Background: an optimization exercise with open tools, aiming at small area. Do not read the settings as production practice. The RTL was checked by simulation tests, not by an equivalence proof against the original design. The clock cells of run 2 come from the design's own scripts or RTL, not from TritonCTS. The flow treats the clock pin as an ideal source. Dropping or thinning the clock tree relies on that and would not hold on a real chip. Power and IR drop assume default switching activity.

==> flow/config.mk <==
export PLATFORM = sky130hd
export DESIGN_NAME = Top
export DESIGN_NICKNAME = Top
export VERILOG_FILES = /design/flow/design.v
export SDC_FILE = /design/flow/constraint.sdc
export NUM_CORES = 4
export LEC_CHECK = 0
export ABC_AREA = 1
export CAP_MARGIN = 20
export CORE_MARGIN = 2
export CORE_UTILIZATION = 40
export CTS_BUF_LIST = sky130_fd_sc_hd__clkbuf_8
export SLEW_MARGIN = 20
==> flow/constraint.sdc <==
create_clock -name core_clock -period 40.0 [get_ports {Clk_100MHz}]
set_input_delay 8.0000 -clock core_clock [delete_from_list [all_inputs] [get_ports {Clk_100MHz}]]
set_output_delay 8.0000 -clock core_clock [all_outputs]
set_load 0.01 [all_outputs]
==> flow/design.v <==
`timescale 1ns / 1ps
module Top(
    input  [15:0] sw,
    input         Clk_100MHz,
    input         rst,
    output [15:0] led,
    output [3:0]  Anode_A,
    output [6:0]  LED_out
    );
    assign led = sw;
    wire [5:0] X = sw[11:6];
    wire [5:0] Y = sw[5:0];
    wire op_add = sw[15];
    wire op_sub = ~sw[15] & sw[14];
    wire op_div = ~sw[15] & ~sw[14] & sw[13];
    wire op_mul = ~sw[15] & ~sw[14] & ~sw[13] & sw[12];
    reg  [6:0]  cnt;         
    reg  [12:0] B;           
    reg  [3:0]  D;           
    wire [4:0] c = cnt[4:0];
    wire [1:0] p = cnt[6:5];
    wire ld    = (c == 5'd0);
    wire mstep = op_mul & ~c[4] & (c[3:0] != 4'd0) & (c[3:0] != 4'd14) & (c[3:0] != 4'd15);
    wire dstep = op_div & ~c[4] & ~c[3] & (c[2:0] != 3'd0) & (c[2:0] != 3'd7);
    wire clr   = op_div & (c == 5'd7);
    wire cv    = c[4] & (c[3] & c[2] | c[3] & p[0] | c[2] & p[1] | p[1] & p[0]
                         | (c[3] | c[2]) & (p[1] | p[0]) & (c[3] | p[1]));
    wire [1:0] lvl = {c[3] ^ p[1] ^ (c[2] | p[0]), ~(c[2] ^ p[0])};
    wire dbz   = (Y == 6'd0);
    reg [6:0] Kh;
    always @(*) begin
        case (lvl)
            2'd0: Kh = 7'b1111101;
            2'd1: Kh = 7'b1100100;
            2'd2: Kh = 7'b1010000;
            default: Kh = 7'b1000000;
        endcase
    end
    wire csh = cv & (c[1:0] != 2'd0);    
    wire aX  = ld & (op_add | op_sub | op_div | op_mul);
    wire aSh = mstep | dstep | csh;
    wire aB  = ~ld & ~aSh;
    wire eY  = ld & (op_add | op_sub) | mstep & B[12];
    wire inv = ld & op_sub;
    wire [12:0] Bsh = {B[11:0], 1'b0};
    wire [12:0] A, Bop;
    genvar gi;
    generate for (gi = 0; gi < 13; gi = gi + 1) begin : g_op
        if (gi < 6) begin : g_lo
            assign A[gi] = (aX & X[gi]) | (aSh & Bsh[gi]) | (aB & B[gi]);
            assign Bop[gi] = ((eY & Y[gi]) ^ inv) | dstep | cv;
        end else begin : g_hi
            assign A[gi] = (aSh & Bsh[gi]) | (aB & ~clr & B[gi]);
            assign Bop[gi] = inv | (dstep & ~(gi < 12 ? Y[gi-6] : 1'b0)) | (clr & dbz)
                           | (cv & ~Kh[gi-6]);
        end
    end endgenerate
    wire cin = inv | dstep | cv;
    wire [13:0] cy;
    wire [12:0] sum;
    assign cy[0] = cin;
    generate for (gi = 0; gi < 13; gi = gi + 1) begin : g_add
        assign sum[gi] = A[gi] ^ Bop[gi] ^ cy[gi];
        assign cy[gi+1] = (A[gi] & Bop[gi]) | (cy[gi] & (A[gi] ^ Bop[gi]));
    end endgenerate
    wire cout = cy[13] | (aSh & B[12]);    
    wire keep = (dstep | cv) & ~cout;    
    always @(posedge Clk_100MHz) begin
        if (rst) cnt <= 7'd0;
        else cnt <= cnt + 7'd1;
        B[12:1] <= keep ? A[12:1] : sum[12:1];
        B[0] <= (dstep | cv & (c[1] | c[0] | c[3] & c[2])) ? cout : (keep ? A[0] : sum[0]);
        if (rst) D <= 4'b1100;
        else if (c == 5'd31) D <= {B[2:0], cout};
    end
    wire blank = D[3] & D[2];
    assign Anode_A[3] = blank | (p != 2'd1);
    assign Anode_A[2] = blank | (p != 2'd2);
    assign Anode_A[1] = blank | (p != 2'd3);
    assign Anode_A[0] = blank | (p != 2'd0);
    reg [6:0] seg;
    always @(*) begin
        seg = 7'b0001111;
        if (D == 4'd0) seg = 7'b0000001;
        if (D == 4'd1) seg = 7'b1001111;
        if (D == 4'd2) seg = 7'b0010010;
        if (D == 4'd3) seg = 7'b0000110;
        if (D == 4'd4) seg = 7'b1001100;
        if (D == 4'd5) seg = 7'b0100100;
        if (D == 4'd6) seg = 7'b0100000;
        if (D == 4'd7) seg = 7'b0001111;
        if (D == 4'd8) seg = 7'b0000000;
        if (D == 4'd9) seg = 7'b0000100;
        if (D == 4'd10) seg = 7'b0010000;
        if (D == 4'd11) seg = 7'b0000110;
        if (D == 4'd12) seg = 7'b0000001;
        if (D == 4'd13) seg = 7'b0100101;
        if (D == 4'd14) seg = 7'b0100001;
    end
    assign LED_out = seg;
endmodule
==> flow/flow/run.sh <==
#!/bin/bash
# Own layout flow: the standard layout (standard.sh) with these changes:
#  - synthesis runs synth_recipe.tcl's steps, but extracts full adders only and maps with
#    several area-oriented ABC scripts (flow/abc_*.abc), keeping the smallest result
#    (flow/synth.tcl); registers, their names and cells are unchanged;
#  - port buffers are sky130_fd_sc_hd__buf_1 instead of ORFS's default choice;
#  - clock tree of clkbuf_8 only, without dummy loads (CTS_ARGS);
#  - timing-driven placement does not keep its repair buffers (GPL_KEEP_OVERFLOW=0).
# Each step's output goes to its own log in the work folder.
set -euo pipefail
W=$(pwd)
export MY_ABC_SCRIPTS="$(ls $W/flow/abc_*.abc | tr '\n' ' ')"
export CTS_ARGS="-sink_clustering_enable -repair_clock_nets -buf_list sky130_fd_sc_hd__clkbuf_8 -dont_use_dummy_load"
export GPL_KEEP_OVERFLOW=0
export BUFFER_PORTS_ARGS="-buffer_cell sky130_fd_sc_hd__buf_1"
sed "s#\(SYNTH_SCRIPT=\)'\?[^ ']*synth_recipe\.tcl'\?#\1$W/flow/synth.tcl#" standard.sh > own_standard.sh
grep -q "SYNTH_SCRIPT=$W/flow/synth.tcl" own_standard.sh
bash own_standard.sh synth > synth.log 2>&1
bash own_standard.sh floorplan > floorplan.log 2>&1
bash own_standard.sh place > place.log 2>&1
bash own_standard.sh cts > cts.log 2>&1
bash own_standard.sh route > route.log 2>&1
bash own_standard.sh finish > finish.log 2>&1
==> flow/flow/abc_amap.abc <==
strash
dch
amap
topo
==> flow/flow/abc_amap_f.abc <==
strash
dch -f
amap
topo
==> flow/flow/abc_c2rs2_amap.abc <==
strash
balance -l; resub -K 6 -l; rewrite -l; resub -K 6 -N 2 -l; refactor -l; resub -K 8 -l; balance -l; resub -K 8 -N 2 -l; rewrite -l; resub -K 10 -l; rewrite -z -l; resub -K 10 -N 2 -l; balance -l; resub -K 12 -l; refactor -z -l; resub -K 12 -N 2 -l; rewrite -z -l; balance -l
balance -l; resub -K 6 -l; rewrite -l; resub -K 6 -N 2 -l; refactor -l; resub -K 8 -l; balance -l; resub -K 8 -N 2 -l; rewrite -l; resub -K 10 -l; rewrite -z -l; resub -K 10 -N 2 -l; balance -l; resub -K 12 -l; refactor -z -l; resub -K 12 -N 2 -l; rewrite -z -l; balance -l
dch
amap
topo
==> flow/flow/abc_c2rs_amap.abc <==
strash
balance -l; resub -K 6 -l; rewrite -l; resub -K 6 -N 2 -l; refactor -l; resub -K 8 -l; balance -l; resub -K 8 -N 2 -l; rewrite -l; resub -K 10 -l; rewrite -z -l; resub -K 10 -N 2 -l; balance -l; resub -K 12 -l; refactor -z -l; resub -K 12 -N 2 -l; rewrite -z -l; balance -l
dch
amap
topo
==> flow/flow/abc_c2rs_amapf.abc <==
strash
balance -l; resub -K 6 -l; rewrite -l; resub -K 6 -N 2 -l; refactor -l; resub -K 8 -l; balance -l; resub -K 8 -N 2 -l; rewrite -l; resub -K 10 -l; rewrite -z -l; resub -K 10 -N 2 -l; balance -l; resub -K 12 -l; refactor -z -l; resub -K 12 -N 2 -l; rewrite -z -l; balance -l
dch -f
amap
topo
==> flow/flow/abc_c2rs_amapm.abc <==
strash
balance -l; resub -K 6 -l; rewrite -l; resub -K 6 -N 2 -l; refactor -l; resub -K 8 -l; balance -l; resub -K 8 -N 2 -l; rewrite -l; resub -K 10 -l; rewrite -z -l; resub -K 10 -N 2 -l; balance -l; resub -K 12 -l; refactor -z -l; resub -K 12 -N 2 -l; rewrite -z -l; balance -l
dch
amap -m
topo
==> flow/flow/abc_c2rs_mapa.abc <==
strash
balance -l; resub -K 6 -l; rewrite -l; resub -K 6 -N 2 -l; refactor -l; resub -K 8 -l; balance -l; resub -K 8 -N 2 -l; rewrite -l; resub -K 10 -l; rewrite -z -l; resub -K 10 -N 2 -l; balance -l; resub -K 12 -l; refactor -z -l; resub -K 12 -N 2 -l; rewrite -z -l; balance -l
dch
map -a
topo
==> flow/flow/abc_c2rs_nf.abc <==
strash
balance -l; resub -K 6 -l; rewrite -l; resub -K 6 -N 2 -l; refactor -l; resub -K 8 -l; balance -l; resub -K 8 -N 2 -l; rewrite -l; resub -K 10 -l; rewrite -z -l; resub -K 10 -N 2 -l; balance -l; resub -K 12 -l; refactor -z -l; resub -K 12 -N 2 -l; rewrite -z -l; balance -l
&get -n
&dch
&nf -R 1000
&put
topo
==> flow/flow/abc_c2rs_nff.abc <==
strash
balance -l; resub -K 6 -l; rewrite -l; resub -K 6 -N 2 -l; refactor -l; resub -K 8 -l; balance -l; resub -K 8 -N 2 -l; rewrite -l; resub -K 10 -l; rewrite -z -l; resub -K 10 -N 2 -l; balance -l; resub -K 12 -l; refactor -z -l; resub -K 12 -N 2 -l; rewrite -z -l; balance -l
&get -n
&dch -f
&nf -R 1000
&put
topo
==> flow/flow/abc_dc2_amap.abc <==
strash
dc2
dch
amap
topo
==> flow/flow/abc_dc2_map.abc <==
strash
dc2
dch
map -a
topo
==> flow/flow/abc_fr_amap.abc <==
strash
ifraig
dc2
dch -f
amap
topo
==> flow/flow/abc_fr_c2rs_amap.abc <==
strash
&get -n
&fraig -x
&put
balance -l; resub -K 6 -l; rewrite -l; resub -K 6 -N 2 -l; refactor -l; resub -K 8 -l; balance -l; resub -K 8 -N 2 -l; rewrite -l; resub -K 10 -l; rewrite -z -l; resub -K 10 -N 2 -l; balance -l; resub -K 12 -l; refactor -z -l; resub -K 12 -N 2 -l; rewrite -z -l; balance -l
dch
amap
topo
==> flow/flow/abc_map_a.abc <==
strash
dch
map -a
topo
==> flow/flow/abc_nf.abc <==
strash
&get -n
&dch
&nf -R 1000
&put
topo
==> flow/flow/abc_nf_f.abc <==
strash
&get -n
&dch -f
&nf -R 1000
&put
topo
==> flow/flow/abc_resyn2x_amap.abc <==
strash
balance; rewrite; refactor; balance; rewrite; rewrite -z; balance; refactor -z; rewrite -z; balance
balance; rewrite; refactor; balance; rewrite; rewrite -z; balance; refactor -z; rewrite -z; balance
dch
amap
topo
==> flow/flow/abc_resyn_amap.abc <==
strash
balance; rewrite; refactor; balance; rewrite; rewrite -z; balance; refactor -z; rewrite -z; balance
dch
amap
topo
==> flow/flow/abc_resyn_nf.abc <==
strash
balance; rewrite; refactor; balance; rewrite; rewrite -z; balance; refactor -z; rewrite -z; balance
&get -n
&dch
&nf -R 1000
&put
topo
==> flow/flow/abc_synch_amap.abc <==
strash
&get -n
&synch2
&put
dch
amap
topo
==> flow/flow/synth.tcl <==
proc synth {args} { yosys synth -nofsm -noshare {*}$args }
proc extract_fa {args} { yosys extract_fa -fa }
proc abc {args} {
  set i [lsearch -exact $args -script]
  set j [lsearch -exact $args -liberty]
  if { $i < 0 || ![info exists ::env(MY_ABC_SCRIPTS)] } {
    yosys abc {*}$args
    return
  }
  set lib [lindex $args [expr {$j + 1}]]
  yosys design -save my_pre_abc
  set best ""
  set best_area 1e30
  foreach script $::env(MY_ABC_SCRIPTS) {
    yosys design -load my_pre_abc
    lset args [expr {$i + 1}] $script
    yosys abc {*}$args
    set st [tee -q -s result.string stat -liberty $lib]
    if { [regexp {Chip area for module[^:]*:\s*([0-9.]+)} $st -> area] } {
      puts "abc script $script: area $area"
      if { $area < $best_area } { set best_area $area; set best $script }
    }
  }
  yosys design -load my_pre_abc
  lset args [expr {$i + 1}] $best
  puts "abc script chosen: $best (area $best_area)"
  yosys abc {*}$args
}
source $::env(SCRIPTS_DIR)/synth.tcl
# left out here: clear keep_hierarchy, flatten, clean up, hide names made inside functions, write 1_2_yosys.v
==> flow/standard.sh <==
#!/bin/bash
# synth_recipe.tcl (not shown) runs the flow's synth.tcl, then flattens the netlist and writes it again
# the make line also repeats each setting of config.mk as NAME=value (left out here)
make -C /OpenROAD-flow-scripts/flow DESIGN_CONFIG=/design/flow/config.mk WORK_HOME=/design/flow/orfs CLKGATE_MAP_FILE= SYNTH_SCRIPT=/design/flow/synth_recipe.tcl "${@:-finish}"
==> flow_metrics.env, run 1 <==
export IMPL_cap_violations=0
export IMPL_die_y_um=68.82
export IMPL_status="complete, no violations"
export IMPL_grt_ovfl_total=0
export IMPL_ir_worst_vdd_v=0.00001432
export IMPL_p_int_mw=0.05144
export IMPL_fmax_ghz=0.06133
export IMPL_finalHoldViolCount=0
export IMPL_grt_usage=0.1783
export IMPL_r2r_start="cnt[1]"
export IMPL_synth_seq_cells=24
export IMPL_hp_start="cnt[0]"
export IMPL_routabilityCongestion=0.8353
export IMPL_clockBufferDepth=2
export IMPL_critPathBufInv=2
export IMPL_worst_slew_pin_slew_ns=1.013
export IMPL_critPathLaunchType="input port"
export IMPL_yosysUniqueCellTypes=25
export IMPL_postCtsSetupBuffers=0
export IMPL_multi_input_area_um2=982.2
export IMPL_die_w_um=68.82
export IMPL_layout_drive_gt1_share=0.01277
export IMPL_slowest_delay_ns=0.17
export IMPL_num_io_pins=45
export IMPL_cts_tree="yes"
export IMPL_finalSetupViolations=0
export IMPL_power_leakage_nw=0.5858
export IMPL_routed_wl_um=3871
export IMPL_fin_crit_sh=0.4076
export IMPL_grt_pass1_wl_um=6244
export IMPL_grt_max_degree=16
export IMPL_num_rows=23
export IMPL_dr_first_iter_drc_count=59
export IMPL_syn_inst=204
export IMPL_postRouteAntennaNets=0
export IMPL_cts_sinks=24
export IMPL_place_ws_ns=23.69
export IMPL_io_buffer_count=44
export IMPL_synth_area_leader_cell="dfxtp_1"
export IMPL_hold_buffers=0
export IMPL_required_ns=32.00
export IMPL_synthFlopType="dfxtp_1"
export IMPL_cts_root_buf="clkbuf_8"
export IMPL_clock_tree_htree_level_count=1
export IMPL_ff2ff_path_depth=28
export IMPL_combPwrFrac=0.367
export IMPL_diodes=0
export IMPL_period_needed_ns=16.31
export IMPL_avgSynthCellArea_um2=8.237
export IMPL_layout_setup_ws_ns=23.70
export IMPL_synth_edf_count=0
export IMPL_fin_nets=268
export IMPL_cts_made_buffers=3
export IMPL_synthArstFlopShare=0
export IMPL_switchingPower_mw=0.02755
export IMPL_worstPathArrival_ns=8.30
export IMPL_vias=1527
export IMPL_yosys_warnings=1
export IMPL_drc_errors=0
export IMPL_grt_antenna_before_repair=0
export IMPL_switching_share=0.3488
export IMPL_power_frac_seq=0.449
export IMPL_ys_seq_area_frac=0.2859
export IMPL_yosys_area_top_type_share=0.2859
export IMPL_hold_end="cnt[0]"
export IMPL_endpoint_kind="output port"
export IMPL_via_per_inst=5.358
export IMPL_clkTransAtPathRegs_ns=0.10
export IMPL_synth_nets=235
export IMPL_path_delay_family="buffers and inverters"
export IMPL_synth_area_leaders="dfxtp_1, fa_1, nor2_1"
export IMPL_cts_resized=0
export IMPL_synth_commonest_cells="nor2_1, clkinv_1, dfxtp_1"
export IMPL_slew_viol_final=0
export IMPL_core_area_um2=4029
export IMPL_regArea_um2=480.5
export IMPL_worstHoldPathType="reg -> reg"
export IMPL_drt_pass1_iter_count=5
export IMPL_slew_headroom=0.3192
export IMPL_path_class="in -> out"
export IMPL_synth_most_common_cell="nor2_1"
export IMPL_crit_chain="buf_1 > buf_1"
export IMPL_syn_to_final_growth_pct=8.860
export IMPL_finalClockSkew_ns=0.02111
export IMPL_fin_setup_tns_ns=0
export IMPL_crit_slowest_cell="buf_1"
export IMPL_post_drt_wl_per_cell_um=13.58
export IMPL_grt_pass1_vias=1333
export IMPL_power_density_nw_per_um2=43.19
export IMPL_fillerInstances=433
export IMPL_die_area_um2=4736
export IMPL_worstHoldPathCells=1
export IMPL_initial_core_util=0.4171
export IMPL_cpMostUsedCell="buf_1"
export IMPL_r2r_slack_ns=31.59
export IMPL_cp_max_fo=3
export IMPL_power_frac_clock=0.184
export IMPL_rsz0062_at_grt="no"
export IMPL_netlist_area_um2=1680
export IMPL_r2r_end="B[12]"
export IMPL_place_hpwl_um=3030
export IMPL_clk_insertion_delay_late_ns=0.28
how the worst max path moves through the flow:
stage,slack (ns),startpoint,endpoint,cells past startpoint
final,23.70,sw[4],led[4],2
after global routing,23.65,sw[2],led[2],2
after CTS,23.69,sw[0],led[0],2
after detailed placement,23.69,sw[0],led[0],2
after global placement,23.69,sw[4],led[4],2
after floorplan,23.88,sw[0],led[0],1
metrics by stage:
stage | hold slack (ns) | util | std cells | power, mW | instance area, um2
2_1_floorplan | 0.4105 | - | 204 | 0.05886 | 1680
3_3_place_gp | 0.4277 | 0.4438 | 282 | 0.06431 | 1788
3_5_place_dp | 0.4330 | 0.4438 | 282 | 0.06511 | 1788
4_1_cts | 0.4474 | 0.4540 | 285 | 0.07929 | 1829
5_1_grt | 0.4763 | 0.4540 | 285 | 0.08607 | 1829
6_report | 0.4488 | 0.4540 | 285 | 0.07900 | 1829
cells by family (layout without fill, tap and decap cells):
group | Yosys count | count (layout) | share of synthesized area
compound gates | 62 | 62 | 0.2658
fa+ha+maj | 13 | 13 | 0.1549
buf+inv | 42 | 73 | 0.1296
flops | 24 | 24 | 0.2859
simple gates | 63 | 63 | 0.1638
registers in the layout (all words and copies together) (netlist names):
register / flops
B: 13
D: 4
cnt: 7
layout by cell type, fill, tap and decap left out:
cell type,Yosys,layout
nand3_1,1,1
buf_1,0,44
o22ai_1,15,15
a21oi_1,8,8
nor3b_1,1,1
o221ai_1,2,2
or2_0,3,3
o21a_1,2,2
clkbuf_8,0,3
clkinv_1,26,26
nor2_1,37,37
a211oi_1,15,15
a22o_1,3,3
nand2_1,8,8
o21ai_0,1,1
fa_1,13,13
a211o_1,1,1
o31ai_1,1,1
a222oi_1,5,5
nor3_1,5,5
or3_1,5,5
nor4_1,1,1
nand4_1,2,2
dfxtp_1,24,24
a22oi_1,7,7
a31o_1,2,2
routing by layer:
metal | global-route usage | wire length (um) | share of wire | vias up
met5 | 0 | 0 | 0 | -
li1 | - | - | - | 797
met2 | 0.2837 | 1761 | 0.45 | 38
met1 | 0.2495 | 1944 | 0.50 | 690
met3 | 0.02435 | 151 | 0.039 | 2
met4 | 0.05882 | 14 | 0.0036 | 0
area by class of cell:
cell class / count / share of cell area
clock buffers: 3 / 0.02257
inverters: 26 / 0.05335
multi-input cells: 138 / 0.5369
flip-flops and latches: 24 / 0.2627
well taps: 50 / 0.03420
repair buffers: 44 / 0.09029
power groups by stage:
stage                     registers, mW  logic, mW  clock network (mW)
after floorplan                  0.0345     0.0244                   0
after global placement           0.0359     0.0284                   0
after detailed placement         0.0359     0.0292                   0
after CTS                        0.0354     0.0294              0.0145
after global routing             0.0361     0.0342              0.0157
final                            0.0355     0.0290              0.0145
==> run 2: changes to the inputs <==
--- a/flow/flow/run.sh
+++ b/flow/flow/run.sh
@@ -4,13 +4,14 @@
 #    several area-oriented ABC scripts (flow/abc_*.abc), keeping the smallest result
 #    (flow/synth.tcl); registers, their names and cells are unchanged;
 #  - port buffers are sky130_fd_sc_hd__buf_1 instead of ORFS's default choice;
-#  - clock tree of clkbuf_8 only, without dummy loads (CTS_ARGS);
+#  - clock tree: three clkbuf_4 fed by the clock port, each driving a third of the
+#    flip-flops (flow/pre_cts.tcl, in place of TritonCTS);
 #  - timing-driven placement does not keep its repair buffers (GPL_KEEP_OVERFLOW=0).
 # Each step's output goes to its own log in the work folder.
 set -euo pipefail
 W=$(pwd)
 export MY_ABC_SCRIPTS="$(ls $W/flow/abc_*.abc | tr '\n' ' ')"
-export CTS_ARGS="-sink_clustering_enable -repair_clock_nets -buf_list sky130_fd_sc_hd__clkbuf_8 -dont_use_dummy_load"
+export PRE_CTS_TCL=$W/flow/pre_cts.tcl CLKBUF_CELL=sky130_fd_sc_hd__clkbuf_4 CLKBUF_N=3 CLKBUF_PORT=Clk_100MHz
 export GPL_KEEP_OVERFLOW=0
 export BUFFER_PORTS_ARGS="-buffer_cell sky130_fd_sc_hd__buf_1"
 sed "s#\(SYNTH_SCRIPT=\)'\?[^ ']*synth_recipe\.tcl'\?#\1$W/flow/synth.tcl#" standard.sh > own_standard.sh
==> flow/flow/pre_cts.tcl (new file) <==
# Sourced by ORFS's cts.tcl (PRE_CTS_TCL). Replaces TritonCTS for this small design:
# the clock port drives CLKBUF_N buffers (CLKBUF_CELL), each driving the clock pins of
# one group of flip-flops, grouped by x position and placed at the group's centre.
# cts.tcl then legalizes the placement and repairs timing as usual.
proc clock_tree_synthesis { args } {
  set block [ord::get_db_block]
  set master [[ord::get_db] findMaster $::env(CLKBUF_CELL)]
  set k $::env(CLKBUF_N)
  set clknet [[[$block findBTerm $::env(CLKBUF_PORT)] getNet] getName]
  set clknet [$block findNet $clknet]
  set sinks {}
  foreach it [$clknet getITerms] {
    set loc [[$it getInst] getLocation]
    lappend sinks [list [lindex $loc 0] [lindex $loc 1] $it]
  }
  set sinks [lsort -integer -index 0 $sinks]
  set n [llength $sinks]
  for {set g 0} {$g < $k} {incr g} {
    set lo [expr {$g * $n / $k}]
    set hi [expr {($g + 1) * $n / $k - 1}]
    set newnet [odb::dbNet_create $block clknet_$g]
    $newnet setSigType CLOCK
    set sx 0; set sy 0; set m 0
    foreach s [lrange $sinks $lo $hi] {
      lassign $s x y it
      set sx [expr {$sx + $x}]; set sy [expr {$sy + $y}]; incr m
      $it disconnect
      $it connect $newnet
    }
    set buf [odb::dbInst_create $block $master clkbuf_$g]
    [$buf findITerm A] connect $clknet
    [$buf findITerm X] connect $newnet
    $buf setLocation [expr {$sx / $m}] [expr {$sy / $m}]
    $buf setPlacementStatus PLACED
    puts "clock buffer clkbuf_$g ($::env(CLKBUF_CELL)) drives $m flip-flop clock pins"
  }
}
--- a/flow/config.mk
+++ b/flow/config.mk
@@ -9,5 +9,4 @@
 export CAP_MARGIN = 20
 export CORE_MARGIN = 2
 export CORE_UTILIZATION = 40
-export CTS_BUF_LIST = sky130_fd_sc_hd__clkbuf_8
 export SLEW_MARGIN = 20
==> flow_metrics.env, run 2 <==
export IMPL_synth_commonest_cells="nor2_1, clkinv_1, dfxtp_1"
export IMPL_ir_worst_vdd_v=0.00001747
export IMPL_largest_reg_flops=13
export IMPL_synth_nets=235
export IMPL_grt_antenna_before_repair=0
export IMPL_routabilityCongestion=0.8353
export IMPL_grt_max_degree=16
export IMPL_synth_most_common_cell="nor2_1"
export IMPL_core_area_um2=4029
export IMPL_largestRegisters="B (13), cnt (7), D (4)"
export IMPL_path_depth=2
export IMPL_die_w_um=68.82
export IMPL_fin_crit_sh=0.4078
export IMPL_via_per_inst=5.298
export IMPL_postRouteAntennaNets=0
export IMPL_worstHoldPathType="reg -> reg"
export IMPL_ys_seq_area_frac=0.2859
export IMPL_post_route_util=0.4494
export IMPL_routed_wl_um=3828
export IMPL_place_area_um2=1788
export IMPL_vias=1510
export IMPL_netlist_area_um2=1680
export IMPL_place_hpwl_um=3030
export IMPL_layout_commonest_cell="buf_1"
export IMPL_slew_viol_final=0
export IMPL_drt_pass1_iter_count=4
export IMPL_finalClockSkew_ns=0.02250
export IMPL_layout_drive_gt1_share=0.01277
export IMPL_cpMostUsedCell="buf_1"
export IMPL_use_met1=0.2424
export IMPL_path_class="in -> out"
export IMPL_slowest_delay_ns=0.17
export IMPL_final_cell_area_um2=1810
export IMPL_path_delay_family="buffers and inverters"
export IMPL_worstPathArrival_ns=8.31
export IMPL_power_density_nw_per_um2=41.12
export IMPL_io_buffer_count=44
export IMPL_yosys_area_top_type_share=0.2859
export IMPL_endpoint_kind="output port"
export IMPL_die_area_um2=4736
export IMPL_grt_ovfl_total=0
export IMPL_num_io_pins=45
export IMPL_grt_pass1_vias=1351
export IMPL_critPathLaunchType="input port"
export IMPL_grt_usage=0.1694
export IMPL_required_ns=32.00
export IMPL_fin_nets=268
export IMPL_synth_area_leader_cell="dfxtp_1"
export IMPL_yosys_warnings=1
export IMPL_ff2ff_path_depth=26
export IMPL_largest_register="B"
export IMPL_period_needed_ns=16.31
export IMPL_critPathBufInv=2
export IMPL_dp_cells=282
export IMPL_drc_errors=0
export IMPL_clk_insertion_delay_late_ns=0.17
export IMPL_mostFrequentLayoutCells="buf_1, nor2_1, clkinv_1, dfxtp_1"
export IMPL_cp_max_fo=3
export IMPL_synthFlopType="dfxtp_1"
export IMPL_num_rows=23
export IMPL_synth_edf_count=0
export IMPL_clkTransAtPathRegs_ns=0.08
export IMPL_synth_area_leaders="dfxtp_1, fa_1, nor2_1"
export IMPL_cts_resized=0
export IMPL_syn_to_final_growth_pct=7.744
export IMPL_crit_slowest_cell="buf_1"
export IMPL_finalHoldViolCount=0
export IMPL_worstHoldPathCells=1
export IMPL_use_met2=0.2945
export IMPL_finalPower_mw=0.07445
export IMPL_rsz0062_at_grt="no"
export IMPL_holdWs_ns=0.4418
export IMPL_synthArstFlopShare=0
export IMPL_avgSynthCellArea_um2=8.237
export IMPL_yosysUniqueCellTypes=25
export IMPL_worst_slew_pin_slew_ns=1.017
export IMPL_use_met3=0.01136
export IMPL_finalSetupViolations=0
export IMPL_die_y_um=68.82
export IMPL_diodes=0
export IMPL_slew_headroom=0.3165
export IMPL_crit_chain="buf_1 > buf_1"
export IMPL_power_leakage_nw=0.5780
export IMPL_finalNonFillerCells=285
export IMPL_initial_core_util=0.4171
export IMPL_layout_setup_ws_ns=23.69
export IMPL_postCtsSetupBuffers=0
export IMPL_post_drt_wl_per_cell_um=13.43
export IMPL_syn_inst=204
export IMPL_status="complete, no violations"
export IMPL_fin_setup_tns_ns=0
export IMPL_fmax_ghz=0.06131
export IMPL_hold_buffers=0
export IMPL_fillerInstances=440
export IMPL_synth_seq_cells=24
export IMPL_place_ws_ns=23.69
export IMPL_dr_first_iter_drc_count=57
export IMPL_busiest_layer="met2"
export IMPL_cap_violations=0
export IMPL_grt_pass1_wl_um=6272
-- run 2: cell counts after synthesis --
Identical to the previous run, type by type.
-- run 2: layer usage --
| metal | up-vias | part of all wire |
|---|---|---|
| li1 | 794 | - |
| met1 | 685 | 0.50 |
| met2 | 29 | 0.46 |
| met3 | 2 | 0.037 |
| met4 | 0 | 0.0055 |
| met5 | - | 0 |
-- run 2: final timing paths --
| check | startpoint | end | slack [ns] |
|---|---|---|---|
| worst max-delay path | sw[0] | led[0] | 23.69 |
| worst min-delay path | cnt[0] | cnt[0] | 0.44 |
| worst max register to register | cnt[2] | B[0] | 31.60 |
| worst min register to register | cnt[0] | cnt[0] | 0.44 |
-- run 2: layout make-up --
cell class | instances | area, um2 | area share
flip-flops and latches | 24 | 480.5 | 0.2654
inverters | 26 | 97.59 | 0.05390
repair buffers | 44 | 165.2 | 0.09122
plain buffers | 3 | 22.52 | 0.01244
multi-input cells | 138 | 982.2 | 0.5425
well taps | 50 | 62.56 | 0.03455
-- run 2: logic make-up after synthesis --
family	Yosys count	share of synthesized area
flip-flops	24	0.2859
adder cells (fa/ha/maj)	13	0.1549
AND/OR/NAND/NOR	63	0.1638
AO/OA/AOI/OAI	62	0.2658
buffers and inverters	42	0.1296
-- run 2: power by group --
| group | internal (mW) | switching [mW] | leakage (nW) |
|---|---|---|---|
| clock | 0.00359 | 0.00649 | 0.0138 |
| combinational | 0.0137 | 0.0153 | 0.366 |
| sequential | 0.0310 | 0.00432 | 0.198 |
| total | 0.0483 | 0.0261 | 0.578 |

[what the ideal ports hide]
Ports are ideal in the flow. The routed layouts listed here were re-timed in OpenROAD. Step 1 (the two cells are an assumption about what drives the block):
set clk [get_ports {Clk_100MHz}]
set_driving_cell -lib_cell sky130_fd_sc_hd__clkbuf_16 $clk
set_driving_cell -lib_cell sky130_fd_sc_hd__buf_2 [delete_from_list [all_inputs] $clk]
Step 2 also shifts input and output timing later by t, the mid clock arrival at the registers, as if the neighbouring blocks saw the same clock. Slacks: ideal / step 1 / step 2; pairs: ideal / step 1.
run | t (ns) | setup WS [ns] | slew at the worst register clock pin (ns) | cell pins on the clock port's net
run 1 | 0.289 | 23.695 / 23.672 / 23.672 | 0.10 / 0.10 | 1
run 2 | 0.191 | 23.688 / 23.664 / 23.664 | 0.11 / 0.11 | 3
After both steps every run listed still meets setup and hold. The setup slack of run 2, which loses most, moves by -0.024 ns with the drivers and by -0.024 ns with both steps.
